Background: an optimization exercise with open tools, aiming at small area and a short achievable clock period. Do not read the settings as production practice.
Where RTL was checked, it was by simulation tests only, not by an equivalence proof against the original.
Power figures rest on the tool's default switching activity, not on a simulated workload.

// top
module top(data_in,clk,interrupt,reset,data_out,
           pm_addr,pm_rdata,dm_en,dm_we,dm_addr,dm_wdata,dm_rdata);
Settings: LEC_CHECK=0, CAP_MARGIN=20, CORE_MARGIN=2, CORE_UTILIZATION=40, SLEW_MARGIN=20; clock period 25.0 ns.
run.sh (not shown) runs the stock make flow with config.mk's settings and CLKGATE_MAP_FILE= SYNTH_SCRIPT=/design/flow/synth_recipe.tcl, a recipe that flattens the netlist after the stock synthesis.
The starting point produced a clean layout.
Next try:
Settings changed: ABC_CLOCK_PERIOD_IN_PS set to 10000.
Sequential power barely changes.
Area after synthesis is unchanged.
Total power is unchanged.
Global-route usage stays the same.
Final area is unchanged.
Cell count stays the same.
Combinational power hardly moves.
No run of this note included a check of the RTL's function; only the layout flow was run.

* * *

## north
top, a different RTL version from the one above (not shown whole).
For scale: ~700 flip-flops, ~130 I/O pins, roughly 0.045 mm2 of cells after synthesis.
==> flow/config.mk <==
export PLATFORM = sky130hd
export DESIGN_NAME = top
export DESIGN_NICKNAME = top
export VERILOG_FILES = /design/flow/design.v
export SDC_FILE = /design/flow/constraint.sdc
export NUM_CORES = 4
export LEC_CHECK = 0
export CAP_MARGIN = 20
export CORE_MARGIN = 2
export CORE_UTILIZATION = 40
export SLEW_MARGIN = 20
==> flow/constraint.sdc <==
create_clock -name core_clock -period 25.0 [get_ports {clk}]
set_input_delay 5.0000 -clock core_clock [delete_from_list [all_inputs] [get_ports {clk}]]
set_output_delay 5.0000 -clock core_clock [all_outputs]
set_load 0.01 [all_outputs]
standard.sh (not shown) runs the stock make flow with config.mk's settings and CLKGATE_MAP_FILE= SYNTH_SCRIPT=/design/flow/synth_recipe.tcl, a recipe that flattens the netlist after the stock synthesis.
==> flow/flow/run.sh <==
#!/bin/bash
# Own layout flow: the standard ORFS flow (standard synthesis unchanged),
# with port buffers of a faster cell, smaller clock-tree buffers and a
# setup-repair margin, so that repair_timing works below the clock period.
set -euo pipefail
cd "$(dirname "$0")/.."
bash standard.sh \
  "BUFFER_PORTS_ARGS=-buffer_cell sky130_fd_sc_hd__buf_2" \
  "CTS_BUF_LIST=sky130_fd_sc_hd__clkbuf_8" \
  "SETUP_SLACK_MARGIN=9" \
  finish > make_standard.log 2>&1
north: full flow OK, the timing, design-rule and antenna checks passed
Input-level comparison between south and north:
diff --git a/flow/flow/run.sh b/flow/flow/run.sh
--- a/flow/flow/run.sh
+++ b/flow/flow/run.sh
@@ -10 +10 @@
-  "SETUP_SLACK_MARGIN=9" \
+  "SETUP_SLACK_MARGIN=5" \
==> notes.md <==
- Reported for south and north, vertical die dimension turned out identical to the last digit.
- Global-route wire length before repair (higher): north
- south ended with less vias after detailed routing than north.
- Of the two values seen for termination of the worst setup path, pm_addr[13] was produced by north and pm_addr[0] by south.
- south vs. north: global-route usage moved down; routed wire length moved down.
- Max switching part of the total across south and north: north
- Area added between synthesis and finish came out lower on south than on north.
- The setup slack of south is smaller than that of north.
No functional check of the RTL was part of any run of this note.

* * *

Another version of the RTL of top (not shown whole).
Size in the first run: about 680 flip-flops, about 130 I/O pins, about 37,000 sq um of cells after synthesis.
==> flow/config.mk <==
export PLATFORM = sky130hd
export DESIGN_NAME = top
export DESIGN_NICKNAME = top
export VERILOG_FILES = /design/flow/design.v
export SDC_FILE = /design/flow/constraint.sdc
export NUM_CORES = 4
export LEC_CHECK = 0
export CAP_MARGIN = 20
export CORE_MARGIN = 2
export CORE_UTILIZATION = 40
export SLEW_MARGIN = 20
==> flow/constraint.sdc <==
create_clock -name core_clock -period 25.0 [get_ports {clk}]
set_input_delay 5.0000 -clock core_clock [delete_from_list [all_inputs] [get_ports {clk}]]
set_output_delay 5.0000 -clock core_clock [all_outputs]
set_load 0.01 [all_outputs]
==> flow/flow/run.sh <==
#!/bin/bash
# Own layout flow: the standard ORFS flow, with
#  * the standard synthesis, except that the final ABC mapping uses
#    flow/abc_map.script (area-recovering mapping) instead of ORFS's speed
#    script; registers are mapped before ABC, so they are the standard ones;
#  * port buffers of the smallest buffer cell (repair sizes the critical ones);
#  * a higher core utilization;
#  * a clock tree of mid-size buffers without dummy loads;
#  * a setup-repair margin, so that repair_timing works below the clock period,
#    on the worst 5% of the endpoints.
# make's output is in make_standard.log, each step's log in orfs/logs/.
set -euo pipefail
cd "$(dirname "$0")/.."
W=$(pwd)
{
  cat <<'EOT'
# Use the flow's own ABC script for the technology mapping.
proc abc {args} {
  set i [lsearch -exact $args -script]
  if {$i >= 0} { lset args [expr {$i + 1}] $::env(OWN_ABC_SCRIPT) }
  yosys abc {*}$args
}
EOT
  cat synth_recipe.tcl
} > own_synth.tcl
export OWN_ABC_SCRIPT=$W/flow/abc_map.script
bash standard.sh \
  "SYNTH_SCRIPT=$W/own_synth.tcl" \
  "BUFFER_PORTS_ARGS=-buffer_cell sky130_fd_sc_hd__buf_1" \
  "CTS_ARGS=-sink_clustering_enable -repair_clock_nets -buf_list sky130_fd_sc_hd__clkbuf_8 -sink_clustering_size 12 -sink_clustering_max_diameter 60 -dont_use_dummy_load" \
  "SETUP_SLACK_MARGIN=12" \
  "TNS_END_PERCENT=5" \
  "CORE_UTILIZATION=50" \
  finish > make_standard.log 2>&1
==> flow/flow/abc_map.script <==
&get -n
&st
&dc2
&dch -f
&nf -R 1000
&st
&dch -f
&nf -R 1000
&put
The starting point finished clean.
Change:
--- a/flow/flow/run.sh
+++ b/flow/flow/run.sh
@@ -9,2 +9 @@
-#  * a setup-repair margin, so that repair_timing works below the clock period,
-#    on the worst 5% of the endpoints.
+#  * a setup-repair margin, so that repair_timing works below the clock period.
@@ -32,2 +31 @@
-  "TNS_END_PERCENT=5" \
-  "CORE_UTILIZATION=50" \
+  "CORE_UTILIZATION=55" \
==> flow/flow/abc_map.script (replaced) <==
&get -n
&st
&dch -f
&nf -R 1000
&st
&dch -f
&nf -R 1000
&put
The new run went through all stages and came out clean.
First-iteration DRC count went up by 2.8%.
Core utilization climbs by 6.2 points.
Final area is about the same.
Clock skew rises by 7.8 ps.
Routed wire length came out lower by 3.7%.
Total power went down by 2.9%.
Clock-buffer cell count went down by 4.
Area after synthesis stays flat.
Combinational power decreases by about 4%.
Change:
--- a/flow/flow/run.sh
+++ b/flow/flow/run.sh
@@ -31 +31 @@
-  "CORE_UTILIZATION=55" \
+  "CORE_UTILIZATION=50" \
==> flow/flow/abc_map.script (replaced) <==
&get -n
&st
&dc2
&dch -f
&nf -R 1000
&st
&dch -f
&nf -R 1000
&put
Outcome: The new run passed the timing, design-rule and antenna checks. Power grows by 2.5%. Fmax shrinks by 0.48%. Synthesized cell count shrinks by 0.45%. Die area grows by 9.6%. Clock skew grows by 15 ps. Setup slack got worse by 78 ps. Non-clock buffer count grows by 1. Register-to-register slack improved by 50 ps. Via count grows by 0.36%.

-- re-timing with driven ports --
Ports are ideal in the flow. The routed layouts listed here were re-timed in OpenROAD. Step 1: set_driving_cell puts a clkbuf_16 on clk and a buf_2 on each other input, an assumption about the parent block. Step 2 times the ports against the registers' clock, not the clock port: input delays grow and output delays shrink by t, the midpoint of the rising clock arrivals with the driver on. Three values: no drivers, after step 1, after step 2; two values: the first two.
run	t (ns)	setup slack, ns	slew at the worst register clock pin (ns)
the first run of note 1	0.735	5.344 / 5.261 / 5.261	0.07 / 0.07
the second run of note 1	0.735	5.344 / 5.261 / 5.261	0.07 / 0.07
north	0.869	8.080 / 7.957 / 7.957	0.08 / 0.08
south	0.853	5.992 / 5.842 / 5.842	0.07 / 0.07
the first run of note 3	0.731	8.927 / 8.842 / 8.842	0.09 / 0.09
the second run of note 3	0.718	9.037 / 8.926 / 8.926	0.09 / 0.09
the third run of note 3	0.729	8.959 / 8.827 / 8.827	0.09 / 0.09
After both steps setup and hold are still met in every run listed. For south, which loses most, drivers alone change the setup slack by -0.150 ns; drivers and shift together by -0.150 ns.
